Context: an optimization exercise on an open-source flow, tuned for small area. The choices shown serve that exercise and are no tape-out recipe.
No driver is modelled on the clock port, so clock power and skew are understated where the tree is cut down; a real chip needs a root buffer or a tree.
No activity file was given, so power comes from the tool's default toggle rates.

==> module HCSRO4, before the edit <==
module HCSRO4 (
    input wire clk,
    input wire rst,           
    input wire echo,
    output wire trig,
    output reg door_open
);
    localparam IDLE0  = 3'd4;
    localparam SEND   = 3'd2;
    localparam WAITE0 = 3'd6;
    localparam WAITE1 = 3'd7;
    localparam MEAS   = 3'd3;
    localparam WCYC   = 3'd0;
    localparam IDLE   = 3'd1;
    reg [2:0] state;
    assign trig = (state == SEND);
    localparam [14:0] M_P = 15'b010101010101010;
    reg  [14:0] my;
    wire [14:0] m = my ^ M_P;
    wire m_low0 = (m[13:0] == 14'd0);
    wire m_sat  = m_low0 & ~m[14];
    wire m_501  = (m[13] & ~m[12] & ~m[9] & ~m[8] & ~m[7] & ~m[4] & m[3] & ~m[1]);
    localparam [13:0] E_P = 14'b10101010101010;
    reg  [13:0] ey;
    wire [13:0] e = ey ^ E_P;
    wire e_low0 = (e[12:0] == 13'd0);
    wire e_sat  = e_low0 & ~e[13];
    always @(posedge clk) begin
        my <= ((!rst || state == IDLE) ? 15'b001101100000111 : {m[13:0], (m[14] ^ m[13]) & ~m_low0}) ^ M_P;
        ey <= ((state != WAITE1 && state != MEAS) ? 14'b00011000001100 : {e[12:0], (e[13] ^ (e[0] | e[1])) & ~e_low0}) ^ E_P;
        if (!rst) begin
            state     <= IDLE0;
            door_open <= 1;
        end else begin
            case (state)
                IDLE0:  state <= SEND;
                IDLE:   state <= SEND;
                SEND:   if (m_501) state <= WAITE0;
                WAITE0: if (echo) state <= WAITE1;
                WAITE1: if (!echo) state <= MEAS;
                MEAS: begin
                    door_open <= ~e_sat;
                    state <= WCYC;
                end
                WCYC:   if (m_sat) state <= IDLE;
                default: state <= IDLE;
            endcase
        end
    end
endmodule
==> module AlarmDrive, before the edit <==
module AlarmDrive (
    input wire clk,
    input wire rst_n,
    input wire [1:0] alarm_state,
    output reg buzzer,
    output reg police_led,
    output wire [2:0] alarm_leds
);
    localparam [15:0] T_P = 16'b1010101010101010;
    reg  [15:0] ty;
    wire [15:0] t = ty ^ T_P;
    wire tick_1hz = (~t[15] & t[14] & ~t[12] & t[11] & ~t[10] & ~t[9] & ~t[8] & ~t[7] & ~t[6] & ~t[4] & ~t[3] & ~t[2] & ~t[1] & ~t[0]);
    localparam [9:0] B_P = 10'b1010101010;
    reg  [9:0] by;
    wire [9:0] b = by ^ B_P;
    wire tick_buz = (~b[9] & ~b[8] & b[6] & ~b[5] & ~b[4] & b[3] & b[1] & ~b[0]);
    reg buz_active;
    reg led_state;         
    reg led_a, led_b;      
    assign alarm_leds = {led_a, led_b, led_a};
    always @(posedge clk) begin
        ty <= (rst_n ? {t[14:0], t[15] ^ t[2] ^ tick_1hz} : 16'b1010000010000011) ^ T_P;
        by <= (rst_n ? {b[8:0], b[9] ^ b[2] ^ tick_buz} : 10'b0100111001) ^ B_P;
    end
    always @(posedge clk) begin
        if (!rst_n) begin
            buz_active <= 0;
            led_state  <= 0;
            police_led <= 0;
            led_a      <= 0;
            led_b      <= 0;
            buzzer     <= 0;
        end else begin
            if (tick_1hz) begin
                case (alarm_state)
                    2'b00: begin
                        buz_active <= 0; police_led <= 0; led_a <= 0; led_b <= 0;
                    end
                    2'b01: begin
                        led_state <= ~led_state;
                        buz_active <= ~buz_active; police_led <= 0;
                        led_a <= led_state; led_b <= ~led_state;
                    end
                    2'b10: begin
                        buz_active <= ~buz_active; police_led <= 0; led_a <= 1; led_b <= 1;
                    end
                    2'b11: begin
                        buz_active <= ~buz_active; police_led <= ~police_led; led_a <= 0; led_b <= 0;
                    end
                endcase
            end
            if (tick_buz) buzzer <= buz_active & ~buzzer;
        end
    end
endmodule
==> module SecuritySystem, before the edit <==
module SecuritySystem (
    input wire clk,
    input wire rst_n,                             
    input wire multipurpose_button, mode_change,  
    input wire [3:0] passcode_in,
    input wire echo,
    output wire trig,
    output wire buzzer, police_led,
    output wire [2:0] alarm_leds,
    output wire [41:0] display
);
    localparam UNARM = 2'b00;
    localparam ARMS  = 2'b01;
    localparam ARMA  = 2'b11;
    localparam RESET = 2'b10;
    localparam ALRMOFF = 2'b00;
    localparam ALRMON  = 2'b01;
    localparam AWAYSEQ = 2'b10;
    localparam PLCCLD  = 2'b11;
    reg [1:0] state;
    reg mode_change_q;
    reg passcode_confirmed;
    reg show_passcode;          
    reg reset_pass;             
    reg [3:0] passcode;
    reg [1:0] alarm_state;
    reg alarm_new;              
    localparam [18:0] C_P = 19'b0000000111111111111;
    reg  [18:0] cy;
    wire [18:0] c = cy ^ C_P;
    wire c_end = (~c[18] & c[17] & ~c[16] & ~c[15] & c[14] & ~c[13] & ~c[12] & ~c[11] & c[10] & ~c[9] & ~c[8] & c[7] & ~c[6] & c[5] & c[4] & ~c[3] & ~c[2] & ~c[1] & ~c[0]);
    wire mode_change_fall = mode_change_q & ~mode_change;
    wire [1:0] state_next = mode_change_fall ? {state[0], ~state[1]} : state;
    wire door_open;
    wire armed = state[0];
    ModeMessage message(.mode({show_passcode, state}), .msg(passcode_in), .display(display));
    AlarmDrive alarm(.clk(clk), .rst_n(rst_n), .alarm_state(alarm_state), .buzzer(buzzer),
                     .police_led(police_led), .alarm_leds(alarm_leds));
    HCSRO4 sonic(.clk(clk), .rst(rst_n), .echo(echo), .trig(trig), .door_open(door_open));
    wire counting = (alarm_state == AWAYSEQ) | ((alarm_state == ALRMON) & ~alarm_new);
    always @(posedge clk) begin
        if (!rst_n) begin
            state         <= UNARM;
            mode_change_q <= 1;
        end else begin
            state         <= state_next;
            mode_change_q <= mode_change;
        end
    end
    always @(posedge clk) begin
        if (!mode_change) cy <= 19'b1111001000000010100 ^ C_P;
        else if (multipurpose_button) cy <= (counting ? {c[17:0], c[18] ^ c[12]} : 19'b1111111000000000000) ^ C_P;
    end
    always @(posedge clk) begin
        if (!rst_n) begin
            passcode_confirmed <= 0;
            show_passcode      <= 0;
            reset_pass         <= 0;
            passcode           <= 0;
            alarm_state        <= ALRMOFF;
        end else if (!mode_change) begin
            show_passcode <= 0;
            reset_pass    <= 0;
            alarm_state   <= (state_next == ARMA) ? AWAYSEQ : ALRMOFF;
        end else if (!multipurpose_button) begin
            if (state != UNARM) begin
                if (reset_pass) begin
                    reset_pass         <= 0;
                    show_passcode      <= 1;
                    passcode           <= passcode_in;
                    passcode_confirmed <= 0;
                end else begin
                    passcode_confirmed <= (passcode == passcode_in);
                    if (passcode == passcode_in) begin
                        if (state == RESET) reset_pass <= 1;
                        else alarm_state <= ALRMOFF;
                    end
                end
            end
        end else if (armed) begin
            case (alarm_state)
                AWAYSEQ: if (c_end) alarm_state <= ALRMOFF;
                ALRMON: begin
                    if (alarm_new) alarm_state <= PLCCLD;
                    else if (passcode_confirmed) alarm_state <= ALRMOFF;
                    alarm_new <= c_end;
                end
                default: if (door_open) begin
                    alarm_state <= ALRMON;
                    alarm_new <= (alarm_state == ALRMOFF);
                end
            endcase
        end
    end
endmodule
==> flow/config.mk <==
export PLATFORM = sky130hd
export DESIGN_NAME = SecuritySystem
export DESIGN_NICKNAME = SecuritySystem
export VERILOG_FILES = /design/flow/design.v
export SDC_FILE = /design/flow/constraint.sdc
export NUM_CORES = 4
export LEC_CHECK = 0
export CAP_MARGIN = 20
export CORE_MARGIN = 2
export CORE_UTILIZATION = 40
export SLEW_MARGIN = 20
==> flow/constraint.sdc <==
create_clock -name core_clock -period 25.0 [get_ports {clk}]
set_input_delay 5.0000 -clock core_clock [delete_from_list [all_inputs] [get_ports {clk}]]
set_output_delay 5.0000 -clock core_clock [all_outputs]
set_load 0.01 [all_outputs]
standard.sh (not shown) runs the stock make flow with config.mk's settings and CLKGATE_MAP_FILE= SYNTH_SCRIPT=/design/flow/synth_recipe.tcl, a recipe that flattens the netlist after the stock synthesis.
==> flow/flow/run.sh <==
#!/bin/bash
# The standard layout (standard.sh) with these changes:
#  - synthesis (flow/my_synth.tcl) maps the logic with a portfolio of area-oriented
#    ABC scripts (flow/abc/*.abc and &deepsyn scripts written below), run in four
#    parallel synthesis runs, and keeps the smallest result; no adder extraction.
#    Everything before ABC is the standard synthesis, so the registers are its own;
#  - port buffers are sky130_fd_sc_hd__buf_1;
#  - CTS without dummy loads; then the CTS tree is replaced by a two-level tree
#    (one root buffer, a few clkbuf_8 leaves, flow/ctree.tcl) when its estimated
#    clock-pin slew stays under 110 ps; otherwise the CTS tree is kept.
set -euo pipefail
HERE=$(pwd)
export BUFFER_PORTS_ARGS="-buffer_cell sky130_fd_sc_hd__buf_1"
export CTS_ARGS="-sink_clustering_enable -repair_clock_nets -dont_use_dummy_load -buf_list sky130_fd_sc_hd__clkbuf_8 -sink_clustering_size 50 -sink_clustering_max_diameter 150"
export PLATFORM_DIR=$FLOW_HOME/platforms/$FLOW_PLATFORM
RR=results/$FLOW_PLATFORM/SecuritySystem/base
mkdir -p abc_scripts
for S in 1 2 3 4 5 6 7 8 9 10 11 12; do
  printf '%s\n' strash "&get -n" "&deepsyn -S $S -T 30" "&put" "dch -f" "amap -m" mfs2 strash "dch -f" amap topo > abc_scripts/ds${S}_a.abc
  printf '%s\n' strash "&get -n" "&deepsyn -S $S -T 30" "&put" "dch -f" amap mfs2 strash "dch -f" "amap -m" mfs2 strash "dch -f" amap topo > abc_scripts/ds${S}_b.abc
done
cp flow/abc/*.abc abc_scripts/
ALL=($(ls $HERE/abc_scripts/*.abc))
pids=()
for g in 0 1 2 3; do
  list=""
  for ((i=g; i<${#ALL[@]}; i+=4)); do list="$list ${ALL[$i]}"; done
  sed -e "s#SYNTH_SCRIPT=[^ ]*#SYNTH_SCRIPT=$HERE/flow/my_synth.tcl#" -e "s#WORK_HOME=[^ ]*#WORK_HOME=$HERE/orfs_g$g#" standard.sh > synth_g$g.sh
  grep -q "WORK_HOME=$HERE/orfs_g$g " synth_g$g.sh
  FLOW_ABC_SCRIPTS="$list" bash synth_g$g.sh synth > synth_g$g.log 2>&1 &
  pids+=($!)
done
for p in "${pids[@]}"; do wait $p || true; done
best=""; bestarea=""
for g in 0 1 2 3; do
  f=$HERE/orfs_g$g/$RR/1_2_yosys.v
  [ -f $HERE/orfs_g$g/$RR/1_synth.odb ] || continue
  # registers are paired with the standard synthesis by name: skip a result
  # with an anonymous register name
  if grep -qE 'sky130_fd_sc_hd__\w*df\w* _[0-9]+_ ' $f; then continue; fi
  a=$(grep -h "ABC best" $HERE/orfs_g$g/logs/$FLOW_PLATFORM/SecuritySystem/base/1_2_yosys.log | awk '{print $NF}')
  if [ -z "$best" ] || python3 -c "import sys; sys.exit(0 if float('$a') < float('$bestarea') else 1)"; then best=$g; bestarea=$a; fi
done
if [ -n "$best" ]; then
  echo "synthesis: area portfolio, group $best, ABC area $bestarea" > synth_choice.log
  mv $HERE/orfs_g$best $HERE/orfs
  sed "s#SYNTH_SCRIPT=[^ ]*#SYNTH_SCRIPT=$HERE/flow/my_synth.tcl#" standard.sh > my_standard.sh
else
  echo "synthesis: standard" > synth_choice.log
  cp standard.sh my_standard.sh
fi
R=$HERE/orfs/$RR
bash my_standard.sh cts > flow_to_cts.log 2>&1
cp $R/4_cts.odb ctree_in.odb
chosen=""
for cfg in "5 sky130_fd_sc_hd__clkbuf_8 sky130_fd_sc_hd__clkbuf_2" "6 sky130_fd_sc_hd__clkbuf_8 sky130_fd_sc_hd__clkbuf_2" "7 sky130_fd_sc_hd__clkbuf_8 sky130_fd_sc_hd__clkbuf_2"; do
  set -- $cfg
  rm -f ctree_out.odb
  if IN_ODB=ctree_in.odb IN_SDC=$R/4_cts.sdc OUT_ODB=ctree_out.odb NBUF=$1 BUFM=$2 ROOT=$3 SLACKN=0 \
       openroad -no_init -exit flow/ctree.tcl > ctree_$1.log 2>&1 && [ -f ctree_out.odb ]; then
    s=$(grep "RESULT worst clock pin slew" ctree_$1.log | awk '{print $NF}')
    if [ -n "$s" ] && python3 -c "import sys; sys.exit(0 if float('$s') < 0.110 else 1)"; then chosen=$1; break; fi
  fi
done
echo "clock tree: ${chosen:-CTS}" > ctree_choice.log
if [ -n "$chosen" ]; then
  cp ctree_out.odb $R/4_1_cts.odb
  cp ctree_out.odb $R/4_cts.odb
  touch $R/4_cts.sdc
fi
bash my_standard.sh finish > flow_finish.log 2>&1
Other scripts of this flow, unchanged in this note and not shown: flow/flow/abc/a4.abc, flow/flow/abc/c2.abc, flow/flow/abc/c3.abc, flow/flow/abc/d1.abc, flow/flow/abc/e2.abc, flow/flow/abc/e3.abc, flow/flow/abc/e4.abc, flow/flow/abc/e6.abc, flow/flow/ctree.tcl, flow/flow/my_synth.tcl
The starting point produced a clean layout.
Then changed:
--- a/flow/design.v
+++ b/flow/design.v
@@ -52,11 +52,11 @@
     wire [13:0] e = ey ^ E_P;
     wire e_low0 = (e[12:0] == 13'd0);
     wire e_sat  = e_low0 & ~e[13];
     always @(posedge clk) begin
         my <= ((!rst || state == IDLE) ? 15'b001101100000111 : {m[13:0], (m[14] ^ m[13]) & ~m_low0}) ^ M_P;
-        ey <= ((state != WAITE1 && state != MEAS) ? 14'b00011000001100 : {e[12:0], (e[13] ^ (e[0] | e[1])) & ~e_low0}) ^ E_P;
+        ey <= ((state == WAITE0) ? 14'b00011000001100 : {e[12:0], (e[13] ^ (e[0] | e[1])) & ~e_low0}) ^ E_P;
         if (!rst) begin
             state     <= IDLE0;
             door_open <= 1;
         end else begin
             case (state)
@@ -108,22 +108,22 @@
             led_b      <= 0;
             buzzer     <= 0;
         end else begin
             if (tick_1hz) begin
                 case (alarm_state)
-                    2'b00: begin
+                    2'b01: begin   
                         buz_active <= 0; police_led <= 0; led_a <= 0; led_b <= 0;
                     end
-                    2'b01: begin
+                    2'b10: begin   
                         led_state <= ~led_state;
                         buz_active <= ~buz_active; police_led <= 0;
                         led_a <= led_state; led_b <= ~led_state;
                     end
-                    2'b10: begin
+                    2'b11: begin   
                         buz_active <= ~buz_active; police_led <= 0; led_a <= 1; led_b <= 1;
                     end
-                    2'b11: begin
+                    2'b00: begin   
                         buz_active <= ~buz_active; police_led <= ~police_led; led_a <= 0; led_b <= 0;
                     end
                 endcase
             end
             if (tick_buz) buzzer <= buz_active & ~buzzer;
@@ -143,14 +143,14 @@
 );
     localparam UNARM = 2'b00;
     localparam ARMS  = 2'b01;
     localparam ARMA  = 2'b11;
     localparam RESET = 2'b10;
-    localparam ALRMOFF = 2'b00;
-    localparam ALRMON  = 2'b01;
-    localparam AWAYSEQ = 2'b10;
-    localparam PLCCLD  = 2'b11;
+    localparam ALRMOFF = 2'b01;
+    localparam ALRMON  = 2'b10;
+    localparam AWAYSEQ = 2'b11;
+    localparam PLCCLD  = 2'b00;
     reg [1:0] state;
     reg mode_change_q;
     reg passcode_confirmed;
     reg show_passcode;          
     reg reset_pass;             
Critical path depth stays the same.
Worst hold slack improved by 0.0060 ns.
Die area stays flat.
Clock skew shrinks by 0.0067 ns.
Area after synthesis stays flat.
Combinational power grows by 39%.
Worst setup slack got worse by 0.0095 ns.
Power grows by about 8%.
No run of this note included a check of the RTL's function; only the layout flow was run. In every run of this note, the design's own scripts or RTL, not TritonCTS, make the clock network.

-- afterwards: timing with drivers on the ports --
The flow's constraints put no driver on any port. The routed layouts listed below were extracted and timed again, unchanged, in two steps.
Step 1 sets driving cells, clkbuf_16 on the clock port and buf_2 on the other inputs (assumed; they add their load-dependent delay and slew).
Step 2, shift: input delay + t, output delay - t, t = (earliest + latest rising clock arrival at the registers) / 2. This alone moves slack from input paths to output paths.
a / b / c = no drivers / after step 1 / after step 2; a / b = the first two.
| run | t, ns | setup slack, ns | worst setup path after step 2 | latest minus earliest clock arrival (ns) | pins driven straight from the clock port |
|---|---|---|---|---|---|
| the first run | 0.494 | 14.302 / 14.276 / 14.276 | input to output | 0.019 / 0.019 | 1 |
| the second run | 0.501 | 14.292 / 14.270 / 14.270 | input to output | 0.014 / 0.014 | 1 |
After both steps setup and hold are still met in every run listed. The setup slack of the first run, which loses most, moves by -0.026 ns with the drivers and by -0.026 ns with both steps.
